This is an optimization exercise on Yosys and OpenROAD, whose aim is small area, a short achievable clock period and few clock cycles per item, not a production implementation. Where RTL was checked, it was by simulation tests only, not by an equivalence proof against the original. For runs 1 and 2, only the layout was checked, not whether the RTL still works. Power is estimated from default activity; no workload was simulated.

==> design/flow/design.v <==
`timescale 1ns / 1ps
module FP16_div(
    input [15:0]data_dividend,
    input [15:0]data_divisor,
    input input_valid,
    input clk,
    input rst,
    output [15:0]data_q,
    output reg output_update,
    output reg idle
    );
    reg found;               
    reg st;                  
    reg qr1, qr2;            
    reg s;                   
    reg rnd;                 
    reg cm;                  
    reg ltr;                 
    reg [11:0] X;            
    reg [10:0] D;            
    reg [6:0] E;             
    reg [9:0] M;             
    wire busy = ~idle;
    wire load = input_valid & idle;
    wire [4:0] ea = data_dividend[14:10];
    wire [4:0] eb = data_divisor[14:10];
    wire ea_nz = |ea;
    wire eb_nz = |eb;
    wire lt = ea_nz & eb_nz & (data_dividend[9:6] < data_divisor[9:6]);
    wire [11:0] X_in = lt ? {1'b1, data_dividend[9:0], 1'b0} : {1'b0, ea_nz, data_dividend[9:0]};
    wire [10:0] D_in = {eb_nz, data_divisor[9:0]};
    wire [4:0] ex = {ea[4:1], ea[0] | ~ea_nz};
    wire [4:0] ed = {eb[4:1], eb[0] | ~eb_nz};
    wire [6:0] E_in = {2'b00, ex} + {2'b00, ~ed} + 7'b1110000;    
    wire [11:0] nD = ~{1'b0, D};
    wire [11:0] X2 = {X[10:0], 1'b0};
    wire [11:0] A = X[11:0] + nD + 12'd1;                      
    wire [11:0] B = X2 + nD + 12'd1;                           
    wire [11:0] D2 = {D, 1'b0};
    wire [11:0] Dd = {1'b0, D};
    wire [11:0] X2c = {X[10:0], 1'b1};
    wire [11:0] cs_s = X2c ^ Dd ^ D2;
    wire [11:0] cs_c = (X2c & ~(Dd & D2)) | ~(Dd | D2);
    wire [11:0] C = cs_s + {cs_c[10:0], 1'b0} + 12'd1;         
    wire q1 = ~A[11];
    wire q2 = q1 ? ~C[11] : ~B[11];
    wire [10:0] P_hi = C[11] ? {A[9:0], 1'b0} : C[10:0];      
    wire [10:0] P_lo = B[11] ? {X[9:0], 1'b0} : B[10:0];      
    wire [10:0] P = q1 ? P_hi : P_lo;
    wire Dz = ~|D;
    wire dn = ~D[10];
    wire signed [6:0] Es = E;
    wire e_ovf = ltr ? (Es >= 33) : (Es >= 32);
    wire e31 = E == 7'd31;
    wire e_zero = ltr ? (Es <= -10) : (Es <= -11);
    wire e_m10 = ltr ? (Es == -9) : (Es == -10);
    wire e_m9 = ltr ? (Es == -8) : (Es == -9);
    wire e_den = (Es >= -8) & (Es <= 1);
    wire e1 = E == 7'd1;
    wire e_m8 = Es == -8;
    wire e_m7 = Es == -7;
    wire [3:0] mk = 4'd2 - E[3:0];                    
    wire [10:0] marker = 11'd1 << mk;
    wire [6:0] Eadj = E + (dn ? 7'd1 : {6'b111111, qr2 | ~st});
    reg f2;
    reg [6:0] E2;
    reg [10:0] M2;
    always @(*) begin
        f2 = 1'b1;
        E2 = E;
        M2 = {M[8:0], qr1, qr2};
        if (~found) begin
            if (e_den) begin
                E2 = {6'd0, e1 & qr1};
                M2 = marker | {9'd0, qr1, qr2};
            end else if (qr1) begin
                M2 = {9'd0, 1'b1, qr2};
            end else if (qr2) begin
                E2 = Eadj;
                M2 = 11'd1;
            end else begin
                E2 = Eadj;
                M2 = 11'd0;
                f2 = 1'b0;
            end
        end
    end
    wire ovf = Dz | (~dn & (st ? (~found & e31 & qr1) : e_ovf));
    wire zero = ~dn & ~st & e_zero;
    wire fin_b = ~dn & (st ? (found ? M[8] : e_m8) : e_m10);               
    wire fin_a = ~dn & (st ? (found ? (M[7] & ~M[8]) : e_m7) : e_m9);     
    wire done = ovf | zero | fin_a | fin_b;
    always @(posedge clk) begin
        if (rst) begin
            idle <= 1'b1;
            output_update <= 1'b0;
        end else if (load) begin
            idle <= 1'b0;
            output_update <= 1'b0;
        end else begin
            idle <= idle | done;
            output_update <= busy & done;
        end
    end
    always @(posedge clk) begin
        if (load) begin
            X <= X_in;
            D <= D_in;
            st <= 1'b0;
        end else if (dn) begin
            D <= {D[9:0], 1'b0};
        end else begin
            X <= {P, 1'b0};
            st <= 1'b1;
        end
        if (load) ltr <= lt;
        qr1 <= q1;
        qr2 <= q2;
        rnd <= (fin_b & q1) | (fin_a & q2);
        cm <= st & ((fin_b & (&M2[9:0])) | (fin_a & (&M2[8:0]) & q1));
    end
    always @(posedge clk) begin
        if (load) begin
            s <= data_dividend[15] ^ data_divisor[15];
            E <= E_in;
            found <= 1'b0;
        end else if (ovf) begin
            E <= 7'd30;
        end else if (dn) begin
            E <= Eadj;
        end else if (~st) begin
            if (zero | fin_a | fin_b) E <= 7'd0;
            else if (ltr) E <= Eadj;
        end else begin
            E <= E2;
            found <= f2;
        end
    end
    always @(posedge clk) begin
        if (load)
            M <= 10'd0;
        else if (ovf)
            M <= 10'h3ff;
        else if (dn)
            M <= 10'd0;
        else if (~st)
            M <= {9'd0, fin_a & q1};
        else
            M <= fin_a ? {M2[8:0], q1} : M2[9:0];
    end
    wire sat = cm & (E[4:0] == 5'd30);
    wire r = rnd & ~sat;
    wire [9:0] Mr = M + {9'd0, r};
    wire [4:0] Er = E[4:0] + {4'd0, r & cm};
    wire rzero = ~|{E[4:0], M, rnd};
    assign data_q = {s & ~rzero, Er, Mr};
endmodule
==> design/flow/flow/run.sh <==
#!/bin/bash
# Standard layout, with the port buffers made from buf_2 cells.
set -euo pipefail
export BUFFER_PORTS_ARGS="-buffer_cell sky130_fd_sc_hd__buf_2"
bash standard.sh > standard.log 2>&1
==> design/flow/standard.sh <==
#!/bin/bash
# synth_recipe.tcl (not shown) runs the flow's synth.tcl, then flattens the netlist and writes it again
# the make line also repeats each setting of config.mk as NAME=value (left out here)
make -C /OpenROAD-flow-scripts/flow DESIGN_CONFIG=/design/flow/config.mk WORK_HOME=/design/flow/orfs CLKGATE_MAP_FILE= SYNTH_SCRIPT=/design/flow/synth_recipe.tcl "${@:-finish}"
==> design/flow/config.mk <==
export PLATFORM = sky130hd
export DESIGN_NAME = FP16_div
export DESIGN_NICKNAME = FP16_div
export VERILOG_FILES = /design/flow/design.v
export SDC_FILE = /design/flow/constraint.sdc
export NUM_CORES = 4
export LEC_CHECK = 0
export CAP_MARGIN = 20
export CORE_MARGIN = 2
export CORE_UTILIZATION = 40
export CTS_BUF_LIST = sky130_fd_sc_hd__clkbuf_4 sky130_fd_sc_hd__clkbuf_8
export SETUP_SLACK_MARGIN = 2.0
export SLEW_MARGIN = 20
==> design/flow/constraint.sdc <==
create_clock -name core_clock -period 5.0 [get_ports {clk}]
set_input_delay 1.0000 -clock core_clock [delete_from_list [all_inputs] [get_ports {clk}]]
set_output_delay 1.0000 -clock core_clock [all_outputs]
set_load 0.01 [all_outputs]
==> impl_metrics.py, run 1 <==
metrics = {
    "outcome": {
        "status": "timing/DRC/antenna clean",
    },
    "sta": {
        "rsz0062_at_grt": "yes",
        "finalCriticalPeriod_ns": 3.13,
        "fin_skew_ns": 0.0107,
        "setup_tns_ns": 0,
        "hold_viol_final": 0,
        "max_freq_mhz": 319,
        "slew_headroom_pct": 48.1,
        "fin_crit_sh_pct": 62.6,
        "worstMarginPinSlew_ns": 0.771,
        "setup_violations": 0,
        "drv_slew": 0,
    },
    "critical_path": {
        "cp_max_fo": 6,
        "cp.arrival_ns": 3.19,
        "slowest_delay_ns": 0.56,
        "critical_path_buf_inv_count": 3,
        "cp_data_required_time_ns": 5.06,
        "r2r-end": "X[11]",
        "reg2reg_slack_ns": 1.87,
        "r2r_start": "D[8]",
        "crit_type": "register to register",
        "ff2ff_path_depth": 11,
        "critical_path.top_delay_family": "compound AO/OA/AOI/OAI gates",
        "crit_path_start_kind": "register",
        "crit_chain": "inv_4 -> buf_4 -> ha_1 -> a21o_1 -> a21o_1 -> a21o_2 -> nor3_4 -> buf_4 -> a311oi_1 -> a2111oi_1 -> a311oi_1",
        "slowest_stage": "a2111oi_1",
        "endpoint_kind": "register",
    },
    "clock_tree": {
        "path_clk_slew_ns": 0.11,
        "cts_tree": "done",
        "cts_buffer_depth": 2,
        "htree_levels": 2,
        "cts_inserted_buffers": 5,
        "cts.sinks": 50,
        "insertion_delay_ns": 0.33,
        "clockRootBuffer": "clkbuf_8",
    },
    "global_route": {
        "grt_remaining_overflow": 0,
        "grt_pass1_wl_um": 26800,
        "grt_pass1_vias": 5236,
        "grt_util_all_layers_pct": 23.1,
        "grt_max_degree": 34,
        "antenna_found_initial": 0,
    },
    "layout": {
        "nets": 834,
        "nFillCells": 1212,
        "seq_area_sq_mm": 0.00132,
        "synthToLayoutAreaGrowth_pct": 30.1,
        "drive_gt1_share_pct": 33.7,
        "multi_input_area_sq_mm": 0.00441,
        "antenna_cells": 0,
        "fin_cells": 910,
    },
    "floorplan": {
        "core_sq_mm": 0.0133,
        "initial_core_util_pct": 41.1,
        "num_rows": 42,
        "io-pin-count": 53,
        "die_height_um": 121,
        "die_w_um": 121,
        "die-area_sq_mm": 0.0147,
    },
    "place": {
        "place_hpwl_um": 11800,
        "port-buffer-count": 52,
        "dp.cells": 823,
        "place.gp.congestion": 0.928,
    },
    "logic_synthesis": {
        "syn_avg_cell_area_sq_um": 8.93,
        "synth_top_area_share_pct": 17.0,
        "syn_inst": 615,
        "synth_nets": 716,
        "synth_cell_types": 90,
        "yosysSeqAreaShare_pct": 23.9,
        "synth_edf_count": 31,
        "async_flop_share_pct": 0,
        "synth-seq-cells": 50,
        "synth_ff_type": "edfxtp_1",
        "syn-cell-area_sq_mm": 0.00549,
        "synthTopCellsByArea": "edfxtp_1 (17%), ha_1 (12%), dfxtp_1 (6.9%)",
        "synth_top_cell_by_area": "edfxtp_1",
        "yosys_warnings": 1,
    },
    "routing": {
        "wirelength_um": 17500,
        "dr.first_iter.drc_count": 434,
        "wl_per_cell_um": 19.2,
        "ant_nets": 0,
        "vias_per_cell": 5.91,
        "vias": 5381,
        "drc": 0,
        "drtPass1Iterations": 6,
    },
    "power_and_ir_drop": {
        "power_density_mw_per_mm2": 729,
        "power_uw": 5210,
        "leakagePower_uw": 0.00294,
        "combPwrFrac_pct": 77.7,
        "p_sw_share_pct": 48.5,
        "vdd_drop_max_mv": 0.568,
        "pwr-share-seq_pct": 16.1,
        "switching_power_uw": 2530,
        "internal_power_uw": 2680,
        "clock_power_share_pct": 6.1,
    },
    "worst_hold_path": {
        "hp-class": "register to register",
        "holdPathStages": 1,
        "hp-start": "idle",
        "whs_endpoint": "output_update",
    },
    "job": {
        "maxCapViolations": 0,
    },
}
-- cell families after synthesis --
logic type      count (synthesis)  synth area share [%]
compound gates                187                  25.1
simple gates                  186                  18.7
fa+ha+maj                      66                  16.8
buf+inv                        63                  4.67
flops                          50                  23.9
xor+xnor                       44                  7.16
mux                            19                  3.62
-- worst max path at each step --
stage / start / end / slack, ns / cells after the start
final: D[8] / X[11] / 1.87 / 11
after global routing: D[8] / X[11] / 1.82 / 11
after CTS: data_divisor[14] / E[5] / 1.91 / 12
after detailed placement: data_dividend[7] / X[1] / 1.34 / 7
after global placement: data_dividend[7] / X[1] / 1.40 / 7
after floorplan: data_divisor[13] / E[5] / 1.66 / 11
-- per-stage QoR --
| stage | hold WS (ns) | utilization (%) | setup slack, ns | instance area (sq um) |
|---|---|---|---|---|
| CTS | 0.524 | 49.7 | 1.91 | 6630 |
| global placement | 0.484 | 44.6 | 1.40 | 5960 |
| global route | 0.566 | 53.5 | 1.82 | 7140 |
| floorplan | 0.517 | - | 1.66 | 5570 |
| detailed placement | 0.508 | 44.6 | 1.34 | 5960 |
| finish | 0.521 | 53.5 | 1.87 | 7140 |
-- registers in the layout (all words and copies together), names as in the netlist, 7 cells and up --
signal and flops:
X 12, D 11, M 10, E 7
-- cell usage in the layout (no fill, tap or decap), types with 9 or more instances in the layout --
cell type,instances
a21o_1,10
a21oi_1,19
buf_2,50
buf_4,73
buf_6,9
dfxtp_1,17
edfxtp_1,31
fa_1,9
ha_1,38
ha_4,14
inv_1,27
inv_4,9
mux2i_1,13
nand2_1,39
nand2b_1,10
nand3_1,20
nor2_1,24
nor3_1,15
o21ai_0,32
o21ai_1,9
o31ai_1,13
xnor2_1,28
xor2_1,14
-- synth_stat cells, types with 8 or more instances --
cell	instances
a21o_1	11
a21oi_1	25
a31oi_1	11
buf_2	10
clkbuf_1	9
dfxtp_1	19
edfxtp_1	31
fa_1	13
ha_1	53
inv_1	38
mux2i_1	15
nand2_1	43
nand2b_1	10
nand3_1	21
nor2_1	29
nor3_1	15
nor4_1	8
o21ai_0	39
o31ai_1	13
xnor2_1	29
xor2_1	14
-- layout make-up --
type | instances | share of cell area, %
inverter | 41 | 2.50
clock inverter | 3 | 0.666
tap | 176 | 3.08
timing repair buffer | 132 | 12.6
multi-input combinational | 503 | 61.8
sequential | 50 | 18.4
clock buffer | 5 | 0.963
-- power groups by stage --
stage | combinational [uW] | sequential, uW | clock, uW
4_1_cts | 3450 | 829 | 323
2_1_floorplan | 2390 | 742 | 0
3_3_place_gp | 2880 | 899 | 0
5_1_grt | 4330 | 857 | 341
6_report | 4050 | 840 | 319
3_5_place_dp | 2910 | 902 | 0
-- layer usage --
layer	up-vias	wire (um)	global-route usage, %
met5	-	0	0
met4	0	565	9.05
met3	40	816	3.43
met2	187	8700	39.5
met1	2580	7410	29.3
li1	2574	-	-
-- what timing repair did --
item | CTS | global route
gates cloned | 0 | 1
setup endpoints to repair | 29 | 25
hold buffers | 0 | 0
endpoints found under the hold margin | 0 | 0
setup buffers | 47 | 31
pin swaps | 18 | 43
resized for setup | 45 | 61
==> run 2: changes to the inputs <==
--- a/design/flow/config.mk
+++ b/design/flow/config.mk
@@ -9,5 +9,5 @@
 export CORE_MARGIN = 2
 export CORE_UTILIZATION = 40
 export CTS_BUF_LIST = sky130_fd_sc_hd__clkbuf_4 sky130_fd_sc_hd__clkbuf_8
-export SETUP_SLACK_MARGIN = 2.0
+export SETUP_SLACK_MARGIN = 1.65
 export SLEW_MARGIN = 20
==> impl_metrics.py, run 2 <==
metrics = {
    "outcome": {
        "status": "timing/DRC/antenna clean",
    },
    "routing": {
        "wirelength_um": 15900,
        "dr.first_iter.drc_count": 372,
        "drc": 0,
        "ant_nets": 0,
        "vias_per_cell": 5.96,
        "vias": 5126,
        "drtPass1Iterations": 5,
        "wl_per_cell_um": 18.4,
    },
    "logic_synthesis": {
        "synthMuxAreaShare_pct": 3.62,
        "synth_cell_types": 90,
        "yosys_warnings": 1,
        "synth_xor_area_share_pct": 7.16,
        "synth-simple-area-share_pct": 18.7,
        "synthTopCellsByCount": "ha_1 (53), nand2_1 (43), o21ai_0 (39)",
        "synth_nets": 716,
        "syn_avg_cell_area_sq_um": 8.93,
        "synthTopCellsByArea": "edfxtp_1 (17%), ha_1 (12%), dfxtp_1 (6.9%)",
        "yosysMostFrequentCell": "ha_1",
        "synth-compound-area-share_pct": 25.1,
        "yosysSeqAreaShare_pct": 23.9,
        "syn-cell-area_sq_mm": 0.00549,
        "synth_top_area_share_pct": 17.0,
        "synth_ff_type": "edfxtp_1",
        "syn_inst": 615,
        "synth_top_family_by_area": "compound AO/OA/AOI/OAI gates",
        "async_flop_share_pct": 0,
        "synth-seq-cells": 50,
        "synth_edf_count": 31,
        "synth_top_cell_by_area": "edfxtp_1",
        "synthAdderAreaFrac_pct": 16.8,
    },
    "global_route": {
        "antenna_found_initial": 0,
        "grt_max_degree": 28,
        "grt_pass1_vias": 5063,
        "grt_remaining_overflow": 0,
        "grt_pass1_wl_um": 25300,
        "grt_util_all_layers_pct": 21.5,
    },
    "clock_tree": {
        "clockRootBuffer": "clkbuf_8",
        "cts_inserted_buffers": 5,
        "cts_tree": "done",
        "htree_levels": 2,
        "cts_buffer_depth": 2,
        "path_clk_slew_ns": 0.12,
        "cts.sinks": 50,
        "insertion_delay_ns": 0.33,
    },
    "job": {
        "maxCapViolations": 0,
    },
    "power_and_ir_drop": {
        "vdd_drop_max_mv": 0.357,
        "power_density_mw_per_mm2": 699,
        "leakagePower_uw": 0.00266,
        "power_uw": 4460,
    },
    "layout": {
        "nets": 784,
        "utilization_pct": 47.7,
        "antenna_cells": 0,
        "synthToLayoutAreaGrowth_pct": 16.1,
        "top_regs": "X x12, D x11, M x10",
        "largest_register_ffs": 12,
        "mostFrequentLayoutCell": "buf_2",
        "final_cell_mix": "buf_2 (52), ha_1 (50), nand2_1 (43), o21ai_0 (38)",
        "drive_gt1_share_pct": 21.6,
        "top_register": "X",
    },
    "sta": {
        "worstMarginPinSlew_ns": 0.852,
        "setup_violations": 0,
        "rsz0062_at_grt": "no",
        "max_freq_mhz": 308,
        "finalCriticalPeriod_ns": 3.25,
        "fin_skew_ns": 0.0143,
        "drv_slew": 0,
        "setup_tns_ns": 0,
        "slew_headroom_pct": 42.7,
        "fin_crit_sh_pct": 65.0,
        "worst_slack_ns": 1.75,
        "hold_viol_final": 0,
    },
    "worst_hold_path": {
        "holdPathStages": 1,
        "hp-class": "register to register",
    },
    "critical_path": {
        "crit_type": "register to register",
        "ff2ff_path_depth": 10,
        "cp_data_required_time_ns": 5.18,
        "endpoint_kind": "register",
        "cp_max_fo": 5,
        "cp.arrival_ns": 3.43,
        "crit_path_start_kind": "register",
    },
    "place": {
        "port-buffer-count": 52,
        "place.gp.congestion": 0.867,
        "place_hpwl_um": 11800,
        "place_ws_ns": 1.33,
    },
    "floorplan": {
        "die-area_sq_mm": 0.0147,
        "initial_core_util_pct": 41.1,
        "die_height_um": 121,
        "io-pin-count": 53,
        "core_sq_mm": 0.0133,
        "die_w_um": 121,
        "num_rows": 42,
    },
}
## run 2: cell counts after synthesis
No cell type changed its count.
## run 2: path summary, 6_finish.rpt
| kind | slack (ns) | from | end |
|---|---|---|---|
| worst min-delay path | 0.52 | idle | output_update |
| worst min register to register | 0.52 | idle | output_update |
| worst max register to register | 1.75 | D[7] | X[3] |
| worst max-delay path | 1.75 | D[7] | X[3] |
## run 2: final cells by class
cell class | instances | area [sq um]
inverters | 41 | 170
clock buffers | 5 | 68.8
flip-flops and latches | 50 | 1310
fillers | 1312 | 6980
multi-input cells | 503 | 4060
repair buffers | 82 | 489
well taps | 176 | 220
clock inverters | 3 | 47.5
## run 2: per-stage QoR
| step | hold WS (ns) | instances | area, sq um |
|---|---|---|---|
| finish | 0.521 | 860 | 6370 |
| global route | 0.606 | 860 | 6370 |
| CTS | 0.523 | 839 | 6080 |
| detailed placement | 0.503 | 825 | 5910 |
| global placement | 0.487 | 825 | 5910 |
| floorplan | 0.518 | 615 | 5500 |
## run 2: critical path: stages (launching register included)
cell and delay, ns:
edfxtp_1 0.45, inv_4 0.14, fa_1 0.43, ha_1 0.34
and4_2 0.27, and2_2 0.26, a22o_4 0.25, a21o_2 0.24
or3_1 0.38, a31oi_2 0.21, o2bb2ai_1 0.14
## run 2: cell families after synthesis
kind of cell,Yosys count
buf+inv,63
fa+ha+maj,66
flops,50
mux,19
simple gates,186
xor+xnor,44
compound gates,187
## run 2: timing repair
action,4_1_cts,5_1_grt
pin swaps,1,7
hold buffers,0,0
endpoints found under the setup margin,15,20
gates resized for setup,8,28
setup buffers,6,20
cloned,0,1
## run 2: per-layer routing
layer	vias up	global-route usage, %	routed length, um
met2	180	36.4	7500
met1	2442	27.5	6980
li1	2460	-	-
met5	-	0	0
met4	0	9.34	654
met3	44	2.73	736
## run 2: report_power, final
part / internal [uW] / switching, uW / total, uW
Sequential: 629 / 200 / 828
Combinational: 1460 / 1850 / 3310
Clock: 153 / 167 / 321
Total: 2240 / 2210 / 4460
==> run 3: changes to the inputs <==
--- a/design/flow/design.v
+++ b/design/flow/design.v
@@ -14,7 +14,6 @@
     reg qr1, qr2;            
     reg s;                   
     reg rnd;                 
-    reg cm;                  
     reg ltr;                 
     reg [11:0] X;            
     reg [10:0] D;            
@@ -117,7 +116,6 @@
         qr1 <= q1;
         qr2 <= q2;
         rnd <= (fin_b & q1) | (fin_a & q2);
-        cm <= st & ((fin_b & (&M2[9:0])) | (fin_a & (&M2[8:0]) & q1));
     end
     always @(posedge clk) begin
         if (load) begin
@@ -148,10 +146,9 @@
         else
             M <= fin_a ? {M2[8:0], q1} : M2[9:0];
     end
-    wire sat = cm & (E[4:0] == 5'd30);
-    wire r = rnd & ~sat;
-    wire [9:0] Mr = M + {9'd0, r};
-    wire [4:0] Er = E[4:0] + {4'd0, r & cm};
-    wire rzero = ~|{E[4:0], M, rnd};
-    assign data_q = {s & ~rzero, Er, Mr};
+    wire [14:0] EM = {E[4:0], M};
+    wire sat = EM == 15'h7bff;
+    wire [14:0] V = EM + {14'd0, rnd & ~sat};
+    wire rzero = ~|{EM, rnd};
+    assign data_q = {s & ~rzero, V};
 endmodule
==> design/flow/flow/run.sh (replaced) <==
#!/bin/bash
# Standard layout; the port buffers are placed by flow/bufports.tcl (buf_1 on
# inputs, buf_2 on outputs) instead of by the standard global-placement step.
set -euo pipefail
export DONT_BUFFER_PORTS=1
export PRE_GLOBAL_PLACE_TCL="$PWD/flow/bufports.tcl"
bash standard.sh > standard.log 2>&1
==> design/flow/flow/bufports.tcl (new file) <==
# Port buffers: buf_1 on the inputs, buf_2 on the outputs.
buffer_ports -inputs -buffer_cell sky130_fd_sc_hd__buf_1
buffer_ports -outputs -buffer_cell sky130_fd_sc_hd__buf_2
==> impl_metrics.py, run 3 <==
metrics = {
    "outcome": {
        "status": "timing/DRC/antenna clean",
    },
    "logic_synthesis": {
        "yosysSeqAreaShare_pct": 25.2,
        "synth_edf_count": 31,
        "synth_nets": 687,
        "syn_avg_cell_area_sq_um": 8.72,
        "synthTopCellsByCount": "nand2_1 (52), ha_1 (51), nor2_1 (40)",
        "synthTopCellsByArea": "edfxtp_1 (18%), ha_1 (12%), dfxtp_1 (7.0%)",
        "synth-seq-cells": 49,
        "yosysMostFrequentCell": "nand2_1",
        "yosys_warnings": 1,
        "syn_inst": 588,
        "synth_top_area_share_pct": 18.2,
        "synth_cell_types": 67,
        "async_flop_share_pct": 0,
        "synth_ff_type": "edfxtp_1",
        "synth_top_cell_by_area": "edfxtp_1",
        "syn-cell-area_sq_mm": 0.00513,
    },
    "clock_tree": {
        "htree_levels": 2,
        "cts_inserted_buffers": 5,
        "cts_tree": "done",
        "cts.sinks": 49,
        "hold_buffers": 0,
        "insertion_delay_ns": 0.31,
        "path_clk_slew_ns": 0.10,
        "clockRootBuffer": "clkbuf_8",
        "cts_buffer_depth": 2,
    },
    "worst_hold_path": {
        "holdPathStages": 1,
        "hp-class": "register to register",
    },
    "floorplan": {
        "io-pin-count": 53,
        "initial_core_util_pct": 40.8,
        "die-area_sq_mm": 0.0137,
        "die_height_um": 117,
        "num_rows": 41,
        "core_sq_mm": 0.0126,
        "die_w_um": 117,
    },
    "place": {
        "place.gp.congestion": 0.928,
        "place_hpwl_um": 10400,
        "port-buffer-count": 52,
        "dp.cells": 742,
    },
    "critical_path": {
        "cp.arrival_ns": 2.25,
        "ff2ff_path_depth": 11,
        "crit_path_start_kind": "register",
        "cp_data_required_time_ns": 4.00,
        "endpoint_kind": "output pin",
        "cp_max_fo": 6,
        "crit_type": "register to output pin",
    },
    "layout": {
        "fin_cells": 772,
        "top_regs": "X x12, D x11, M x10",
        "top_register": "X",
        "drive_gt1_share_pct": 12.0,
        "mostFrequentLayoutCell": "nand2_1",
        "nets": 698,
        "final_cell_mix": "nand2_1 (52), ha_1 (49), nor2_1 (40)",
        "synthToLayoutAreaGrowth_pct": 10.9,
        "antenna_cells": 0,
        "largest_register_ffs": 12,
    },
    "job": {
        "maxCapViolations": 0,
    },
    "routing": {
        "drtPass1Iterations": 4,
        "wirelength_um": 13600,
        "wl_per_cell_um": 17.7,
        "dr.first_iter.drc_count": 328,
        "ant_nets": 0,
        "vias": 4503,
        "vias_per_cell": 5.83,
        "drc": 0,
    },
    "power_and_ir_drop": {
        "p_sw_share_pct": 47.4,
        "pwr-share-seq_pct": 20.3,
        "power_uw": 4080,
        "switching_power_uw": 1930,
        "power_density_mw_per_mm2": 717,
        "internal_power_uw": 2140,
        "clock_power_share_pct": 7.3,
        "combPwrFrac_pct": 72.3,
        "leakagePower_uw": 0.00237,
        "vdd_drop_max_mv": 0.279,
    },
    "sta": {
        "rsz0062_at_grt": "yes",
        "fin_skew_ns": 0.00845,
        "setup_violations": 0,
        "setup_tns_ns": 0,
        "slew_headroom_pct": 42.6,
        "hold_slack_ns": 0.567,
        "worstMarginPinSlew_ns": 0.861,
        "hold_viol_final": 0,
        "finalCriticalPeriod_ns": 3.25,
        "fin_crit_sh_pct": 65.0,
        "drv_slew": 0,
        "max_freq_mhz": 308,
    },
    "global_route": {
        "grt_max_degree": 29,
        "grt_pass1_wl_um": 21700,
        "antenna_found_initial": 0,
        "grt_pass1_vias": 4422,
        "grt_remaining_overflow": 0,
        "grt_util_all_layers_pct": 20.4,
    },
}
-- run 3: changes by cell type after synthesis, sizes merged, moves of 8 or more --
cell,previous run,this run
nor2,31,40
nor2b,7,17
nand2,43,52
o21ai,45,36
nand3,22,14
-- run 3: stage by stage --
| step | cell area (sq um) | setup slack, ns | util (%) |
|---|---|---|---|
| floorplan | 5130 | 1.73 | - |
| global placement | 5280 | 1.38 | 42.0 |
| detailed placement | 5280 | 1.23 | 42.0 |
| CTS | 5500 | 1.66 | 43.7 |
| global route | 5690 | 1.59 | 45.2 |
| finish | 5690 | 1.75 | 45.2 |
-- run 3: logic make-up after synthesis --
group	after synthesis	synth area share [%]
buf+inv	58	4.51
compound gates	154	20.9
mux	24	4.78
fa+ha+maj	64	17.5
xor+xnor	48	8.34
flops	49	25.2
simple gates	191	18.8
-- run 3: cell type report --
class,instances,area (sq um)
multi-input cells,481,3700
repair buffers,27,223
clock inverters,3,45.0
flip-flops and latches,49,1300
well taps,172,215
fillers,1224,6880
clock buffers,5,68.8
inverters,35,133
-- run 3: final timing paths --
kind	start	to	slack, ns
setup / recovery	M[2]	data_q[13]	1.75
hold / removal	idle	output_update	0.57
setup reg to reg	D[2]	X[5]	1.76
hold reg to reg	idle	output_update	0.57
-- run 3: power groups by stage --
stage | combinational, uW | sequential [uW] | clock (uW)
3_5_place_dp | 2510 | 851 | 0
6_report | 2950 | 829 | 299
4_1_cts | 2710 | 845 | 302
5_1_grt | 3260 | 857 | 317
3_3_place_gp | 2470 | 849 | 0
2_1_floorplan | 2080 | 730 | 0
-- run 3: timing repair --
item / in CTS / in global routing
setup endpoints to repair: 26 / 23
pin swaps: 4 / 6
resized for setup: 18 / 15
cloned: 0 / 0
setup buffers: 4 / 17
-- run 3: metal layers --
metal  global-route usage, %  wire length, um
met5                       0                0
met4                    8.63              441
met3                    2.57              474
met2                    36.2             6880
met1                    24.8             5850
-- run 3: critical path, cell delays in order (launching register included) --
cell	delay (ns)
dfxtp_4	0.38
and3_4	0.18
and3_4	0.18
and4_4	0.20
a21boi_2	0.13
ha_2	0.21
and2_2	0.21
nand2_1	0.07
nor2_1	0.12
xor2_1	0.27
Testbench counts of run 3, summed over its fixed seeds: cycles 48,597, items 8,000.
==> run 4: changes to the inputs <==
--- a/design/flow/flow/run.sh
+++ b/design/flow/flow/run.sh
@@ -4,4 +4,5 @@
 set -euo pipefail
 export DONT_BUFFER_PORTS=1
 export PRE_GLOBAL_PLACE_TCL="$PWD/flow/bufports.tcl"
+export POST_GLOBAL_PLACE_TCL="$PWD/flow/bufports_post.tcl"
 bash standard.sh > standard.log 2>&1
==> design/flow/flow/bufports.tcl (replaced) <==
# Port buffers: buf_1 on the inputs, buf_2 on the outputs.  They are kept
# through the timing-driven placement's remove_buffers, and released again
# after global placement (flow/bufports_post.tcl).
buffer_ports -inputs -buffer_cell sky130_fd_sc_hd__buf_1
buffer_ports -outputs -buffer_cell sky130_fd_sc_hd__buf_2
set_dont_touch [get_cells {input* output*}]
==> design/flow/flow/bufports_post.tcl (new file) <==
unset_dont_touch [get_cells {input* output*}]
==> impl_metrics.py, run 4 <==
metrics = {
    "outcome": {
        "status": "timing/DRC/antenna clean",
    },
    "routing": {
        "drc": 0,
        "ant_nets": 0,
        "wirelength_um": 14000,
        "vias": 4686,
        "dr.first_iter.drc_count": 395,
        "drtPass1Iterations": 5,
        "wl_per_cell_um": 16.7,
        "vias_per_cell": 5.59,
    },
    "global_route": {
        "grt_pass1_vias": 4548,
        "grt_util_all_layers_pct": 20.7,
        "grt_pass1_wl_um": 22300,
        "antenna_found_initial": 0,
        "grt_remaining_overflow": 0,
        "grt_max_degree": 34,
    },
    "critical_path": {
        "ff2ff_path_depth": 11,
        "crit_path_start_kind": "register",
        "cp_max_fo": 3,
        "endpoint_kind": "output pin",
        "cp_data_required_time_ns": 4.00,
        "crit_type": "register to output pin",
        "cp.arrival_ns": 2.28,
    },
    "power_and_ir_drop": {
        "power_density_mw_per_mm2": 687,
        "vdd_drop_max_mv": 0.365,
        "leakagePower_uw": 0.00256,
    },
    "worst_hold_path": {
        "holdPathStages": 1,
        "hp-class": "register to register",
    },
    "sta": {
        "rsz0062_at_grt": "yes",
        "slew_headroom_pct": 50.2,
        "max_freq_mhz": 305,
        "fin_crit_sh_pct": 65.6,
        "hold_viol_final": 0,
        "worstMarginPinSlew_ns": 0.741,
        "fin_skew_ns": 0.0152,
        "setup_tns_ns": 0,
        "setup_violations": 0,
        "drv_slew": 0,
        "finalCriticalPeriod_ns": 3.28,
    },
    "logic_synthesis": {
        "synthTopCellsByArea": "edfxtp_1 (18%), ha_1 (12%), dfxtp_1 (7.0%)",
        "synth_cell_types": 67,
        "syn_avg_cell_area_sq_um": 8.72,
        "synthTopCellsByCount": "nand2_1 (52), ha_1 (51), nor2_1 (40)",
        "yosysMostFrequentCell": "nand2_1",
        "yosys_warnings": 1,
        "async_flop_share_pct": 0,
        "synth_nets": 687,
        "synth-seq-cells": 49,
        "synth_edf_count": 31,
        "synth_top_area_share_pct": 18.2,
        "synth_top_cell_by_area": "edfxtp_1",
        "syn_inst": 588,
        "syn-cell-area_sq_mm": 0.00513,
        "synth_ff_type": "edfxtp_1",
        "yosysSeqAreaShare_pct": 25.2,
    },
    "layout": {
        "mostFrequentLayoutCell": "nand2_1",
        "drive_gt1_share_pct": 15.9,
        "fin_cells": 838,
        "nets": 764,
        "nFillCells": 1243,
        "top_register": "X",
        "largest_register_ffs": 12,
        "antenna_cells": 0,
        "final_cell_mix": "nand2_1 (51), ha_1 (49), nor2_1 (40), buf_4 (39), buf_1 (34)",
        "synthToLayoutAreaGrowth_pct": 17.1,
        "top_regs": "X x12, D x11, M x10",
    },
    "floorplan": {
        "die_height_um": 117,
        "initial_core_util_pct": 40.8,
        "die_w_um": 117,
        "die-area_sq_mm": 0.0137,
        "io-pin-count": 53,
        "core_sq_mm": 0.0126,
        "num_rows": 41,
    },
    "clock_tree": {
        "hold_buffers": 0,
        "path_clk_slew_ns": 0.11,
        "insertion_delay_ns": 0.32,
        "cts_inserted_buffers": 5,
        "cts.sinks": 49,
        "cts_tree": "done",
        "htree_levels": 2,
        "cts_buffer_depth": 2,
        "clockRootBuffer": "clkbuf_8",
    },
    "place": {
        "dp.cells": 794,
        "place_hpwl_um": 10700,
        "port-buffer-count": 52,
    },
    "job": {
        "maxCapViolations": 0,
    },
}
[run 4: cell type report]
class	instances	area (sq um)	area share, %
clock buffers	5	68.8	1.15
clock inverters	3	28.8	0.479
inverters	35	135	2.25
multi-input cells	481	3710	61.7
flip-flops and latches	49	1300	21.6
well taps	172	215	3.58
repair buffers	93	551	9.17
[run 4: path summary, 6_finish.rpt]
path	start	endpoint	slack, ns
setup / recovery	M[2]	data_q[14]	1.72
hold / removal	idle	output_update	0.51
setup reg to reg	D[2]	X[11]	1.75
hold reg to reg	idle	output_update	0.51
[run 4: critical path: stages (launching register included)]
cell      delay [ns]
dfxtp_4         0.37
and3_4          0.18
and3_4          0.18
and4_4          0.19
a21boi_2        0.14
ha_2            0.22
ha_4            0.16
nand4_1         0.10
nor2_1          0.14
xor2_1          0.15
buf_2           0.14
[run 4: power breakdown]
| part | switching [uW] | total [uW] | leakage [uW] | internal, uW |
|---|---|---|---|---|
| Combinational | 1600 | 3050 | 0.00204 | 1450 |
| Clock | 160 | 265 | 0.0000506 | 105 |
| Sequential | 183 | 806 | 0.000469 | 624 |
| Total | 1940 | 4120 | 0.00256 | 2180 |
[run 4: routing by layer]
| layer | up-vias | wire length [um] | track usage, % |
|---|---|---|---|
| met3 | 16 | 358 | 1.85 |
| met5 | - | 0 | 0 |
| met2 | 86 | 7290 | 37.9 |
| met4 | 0 | 277 | 6.51 |
| met1 | 2273 | 6050 | 25.6 |
| li1 | 2311 | - | - |
[run 4: through the flow]
step	utilization [%]	hold slack, ns	power, uW	instance area, sq um	setup slack, ns
after detailed placement	43.8	0.495	3400	5500	1.18
final	47.8	0.514	4120	6010	1.72
after global routing	47.8	0.539	4460	6010	1.58
after floorplan	-	0.517	2810	5130	1.73
after global placement	43.8	0.476	3350	5500	1.23
after CTS	46.1	0.519	3880	5790	1.66
[run 4: logic make-up after synthesis]
family	after synthesis	synth area share (%)
xor gates and xnor gates	48	8.34
and+or+nand+nor	191	18.8
adders and majority gates	64	17.5
DFF	49	25.2
muxes	24	4.78
AOI/OAI and AO/OA	154	20.9
buffers and inverters	58	4.51
[run 4: what timing repair did]
action                                  4_1_cts  5_1_grt
gates resized for setup                      21       16
setup buffers                                14       22
pin swaps                                     4        9
endpoints found under the setup margin       26       25

re-timing with driven ports:
How much do the figures lean on ideal ports? The routed layouts below were timed once more, with nothing changed but the port constraints.
Step 1 (the two cells are an assumption about what drives the block):
set clk [get_ports {clk}]
set_driving_cell -lib_cell sky130_fd_sc_hd__clkbuf_16 $clk
set_driving_cell -lib_cell sky130_fd_sc_hd__buf_2 [delete_from_list [all_inputs] $clk]
Step 2 also shifts input and output timing later by t, the mid clock arrival at the registers, as if the neighbouring blocks saw the same clock.
Three values: no drivers, after step 1, after step 2; two values: the first two.
| run | t (ns) | slack for setup (ns) | worst slew at a driven data input, ns | cell pins on the clock port's net |
|---|---|---|---|---|
| run 1 | 0.360 | 1.870 / 1.870 / 1.570 | 0.05 | 1 |
| run 2 | 0.359 | 1.748 / 1.748 / 1.477 | 0.04 | 1 |
| run 3 | 0.345 | 1.748 / 1.715 / 1.545 | 0.12 | 1 |
| run 4 | 0.347 | 1.722 / 1.688 / 1.478 | 0.03 | 1 |
After both steps setup and hold are still met in every run listed. For run 1, which loses most, drivers alone change the setup slack by 0.000 ns; drivers and shift together by -0.300 ns.
